Source: an optimization exercise on an open RTL-to-GDS flow (aim: small area, a short achievable clock period and few clock cycles per item). Production flows keep margins and buffers that such runs may drop.
Where RTL was checked, it was by simulation tests only, not by an equivalence proof against the original.

lane 3:
==> flow/design.v (excerpt) <==
module expression_solver
(
    input clk,
    input rst,
    input start,
    input [7:0] X,
    input [15:0] A,
    input [15:0] B,
    input [15:0] C,
    output [15:0] result,
    output zero,
    output overflow,
    output completed
);
Settings: LEC_CHECK=0, CAP_MARGIN=20, CORE_MARGIN=2, CORE_UTILIZATION=40, SETUP_SLACK_MARGIN=2, SLEW_MARGIN=20, SYNTH_HIERARCHICAL=1, SYNTH_MINIMUM_KEEP_SIZE=0; clock period 11.0 ns.
standard.sh (not shown) runs the stock make flow with config.mk's settings and CLKGATE_MAP_FILE= SYNTH_SCRIPT=/design/flow/synth_recipe.tcl, a recipe that flattens the netlist after the stock synthesis.
==> flow/flow/run.sh <==
#!/bin/bash
# The standard layout, with the port buffers made from the smallest buffer
# (buf_1) instead of the delay buffer buffer_ports picks by default; the
# resizer still upsizes them where timing, slew or load ask for it.
set -euo pipefail
export BUFFER_PORTS_ARGS="-buffer_cell sky130_fd_sc_hd__buf_1"
bash standard.sh > standard_finish.log 2>&1
> inputs changed (lane 3 -> lane 4)
--- a/flow/design.v
+++ b/flow/design.v
@@ -14,25 +14,24 @@
     input [7:0] X,
     input [15:0] A,
     input [15:0] B,
     input [15:0] C,
     output [15:0] result,
     output zero,
     output overflow,
     output completed
 );
     reg busy;          
     reg done;          
     reg [15:0] T;
-    reg Z;             
     always @(posedge clk or posedge rst)
     begin
         if (rst) begin
             busy <= 1'b0;
             done <= 1'b0;
         end else begin
             if (start) busy <= 1'b1;
             done <= busy;
         end
     end
     wire [15:0] m = busy ? T : A;
     wire [7:0] x = X;
@@ -319,23 +318,21 @@
     ha ha_15 (n0[15], n1[15], p[15], g[15]);
     wire [15:0] G0 = {g[15:1], g[0] | p[0]};
     wire [15:0] P0 = {p[15:1], 1'b0};
     wire [15:0] G1 = {G0[15:1] | (P0[15:1] & G0[14:0]), G0[0:0]};
     wire [15:0] P1 = {P0[15:1] & P0[14:0], P0[0:0]};
     wire [15:0] G2 = {G1[15:2] | (P1[15:2] & G1[13:0]), G1[1:0]};
     wire [15:0] P2 = {P1[15:2] & P1[13:0], P1[1:0]};
     wire [15:0] G3 = {G2[15:4] | (P2[15:4] & G2[11:0]), G2[3:0]};
     wire [15:0] P3 = {P2[15:4] & P2[11:0], P2[3:0]};
     wire [15:0] G4 = {G3[15:8] | (P3[15:8] & G3[7:0]), G3[7:0]};
     wire [15:0] P4 = {P3[15:8] & P3[7:0], P3[7:0]};
     wire [15:0] y = p ^ ~{G4[14:0], 1'b1};
-    wire yz = ~p[0] & (&(p[15:1] ^ g[14:0]));
     assign result = done ? T : y;
-    assign zero = done ? Z : yz;
+    assign zero = ~|result;
     always @(posedge clk)
     begin
         T <= result;
-        Z <= zero;
     end
     assign completed = busy;
     assign overflow = 1'b0;
 endmodule
==> results.txt <==
Diff lane 3 -> lane 4 | fraction of area in multi-input gates | decrease of 1.0 points. Measured against lane 3, the distinct cell type count after synthesis of lane 4 comes out at 1.2 times the reference value. Lane 4 against lane 3; post-placement cell count is down slightly. Looking at area growth from synthesis to layout, lane 4 sits 5.2 points higher than lane 3 does. Between lane 3 and lane 4, the number of non-clock buffers in the layout is lower for lane 3. Diff lane 3..lane 4 | total count of hold-check failures in the final report | unchanged. Proportion of synthesized area in mux cells: lane 4 > lane 3. For lane 4, the critical path endpoint was zero, unlike lane 3, where it was result[15]. Lane 4 gives less maximum net fanout on the critical path than lane 3 did. Note that the detail-routed net length per standard cell recorded for lane 4 amounts to 1.05 times the value seen in lane 3. Higher instance count of the mapped netlist among lane 3 and lane 4: lane 3.
No run of this note included a check of the RTL's function; only the layout flow was run.


Setup of garnet:
Another version of the RTL of expression_solver (not shown whole).
Size in the first run: ~410 cells after synthesis, about 78 I/O pins, roughly 3800 um^2 of cells after synthesis.
Settings: LEC_CHECK=0, CAP_MARGIN=20, CORE_MARGIN=2, CORE_UTILIZATION=40, SETUP_SLACK_MARGIN=2, SLEW_MARGIN=20, SYNTH_HIERARCHICAL=1, SYNTH_MINIMUM_KEEP_SIZE=0; clock period 11.0 ns.
Scripts as last shown in full above: flow/flow/run.sh
diff inputs: garnet => amber
-- flow/design.v --
<<< garnet, line 31
    end
    wire [15:0] m = busy ? T : A;
    wire [7:0] x = done ? 8'd1 : X;
    wire [15:0] kn = ~(done ? 16'd0 : busy ? C : B);
    wire pp_0_0 = ~(x[0] & m[0]);
    wire pp_0_1 = ~(x[0] & m[1]);
>>> amber, line 31
    end
    wire [15:0] m = busy ? T : A;
    wire [7:0] x = X;
    wire [15:0] kn = ~(busy ? C : B);
    wire pp_0_0 = ~(x[0] & m[0]);
    wire pp_0_1 = ~(x[0] & m[1]);
<<< garnet, line 294
    fa fa_s159 (s102, c129, s130, s159, c160);
    wire s161 = s105 ^ c131 ^ s132;
    wire [15:0] r0 = {~c160, ~c158, ~c156, ~c154, ~c152, ~c150, ~c148, ~c146, ~c144, ~c142, ~c140, ~c138, ~c136, ~c134, ~s133, ~pp_0_0};
    wire [15:0] r1 = {~s161, ~s159, ~s157, ~s155, ~s153, ~s151, ~s149, ~s147, ~s145, ~s143, ~s141, ~h139, ~h137, ~h135, 1'b0, ~kn[0]};
    wire [15:0] y = r0 + r1;
    assign result = y;
    assign zero = ~|y;
    always @(posedge clk)
    begin
        T <= y;
    end
    assign completed = busy;
>>> amber, line 294
    fa fa_s159 (s102, c129, s130, s159, c160);
    wire s161 = s105 ^ c131 ^ s132;
    wire [15:0] n0 = {c160, c158, c156, c154, c152, c150, c148, c146, c144, c142, c140, c138, c136, c134, s133, pp_0_0};
    wire [15:0] n1 = {s161, s159, s157, s155, s153, s151, s149, s147, s145, s143, s141, h139, h137, h135, 1'b1, kn[0]};
    wire [15:0] yn = n0 + n1 + 16'd1;
    wire [15:0] y = ~yn;
    assign result = done ? T : y;
    assign zero = ~|result;
    always @(posedge clk)
    begin
        T <= result;
    end
    assign completed = busy;
### Flow results
The final layouts of amber and garnet pass the timing, DRC and antenna checks.
Ratio of routed vias to standard cells grows by a few percent when moving from garnet to amber.
Delta (amber minus garnet): maximum frequency now sits higher, global routing usage on met2 now sits lower, cell count after placement now sits lower.
Final net count went down by a few percent going from garnet to amber.
Sort amber and garnet by met1 routing resource usage after global routing, descending, and amber comes first.
Sort amber and garnet by critical path arrival desc -> top: garnet
Transition at the pin with the smallest max-transition slack, amber and garnet, lower one = amber.
Of amber and garnet, amber shows the higher count of multi-input gates, with garnet below it.
amber vs garnet on time the final worst path needs with I/O delays and setup: amber is the lower one.
Testbench counts of amber, summed over its fixed seeds: cycles 2,400, items 1,200.
No functional check of the RTL was part of garnet.

[re-timing with driven ports]
No port has a modelled driver above. Below, the same layouts with a new extraction and two added sets of constraints.
Step 1, drivers: a clkbuf_16 drives clk and a buf_2 each remaining input, both assumed.
Step 2 also shifts input and output timing later by t, the mid clock arrival at the registers, as if the neighbouring blocks saw the same clock.
Slacks: no drivers / after step 1 / after step 2; pairs: no drivers / after step 1.
| run | shift t [ns] | setup slack, ns | worst hold slack (ns) | clock arrival spread, ns | pins driven straight from the clock port |
|---|---|---|---|---|---|
| lane 3 | 0.294 | 2.229 / 2.209 / 2.209 | 0.499 / 0.499 / 0.499 | 0.005 / 0.006 | 1 |
| lane 4 | 0.283 | 2.046 / 2.022 / 2.022 | 0.533 / 0.533 / 0.533 | 0.007 / 0.008 | 1 |
| garnet | 0.279 | 2.124 / 2.097 / 2.097 | 0.888 / 0.888 / 0.888 | 0.002 / 0.002 | 1 |
| amber | 0.277 | 2.215 / 2.186 / 2.186 | 0.531 / 0.531 / 0.531 | 0.002 / 0.002 | 1 |
After both steps setup and hold are still met in every run listed. The setup slack of amber, which loses most, moves by -0.029 ns with the drivers and by -0.029 ns with both steps.
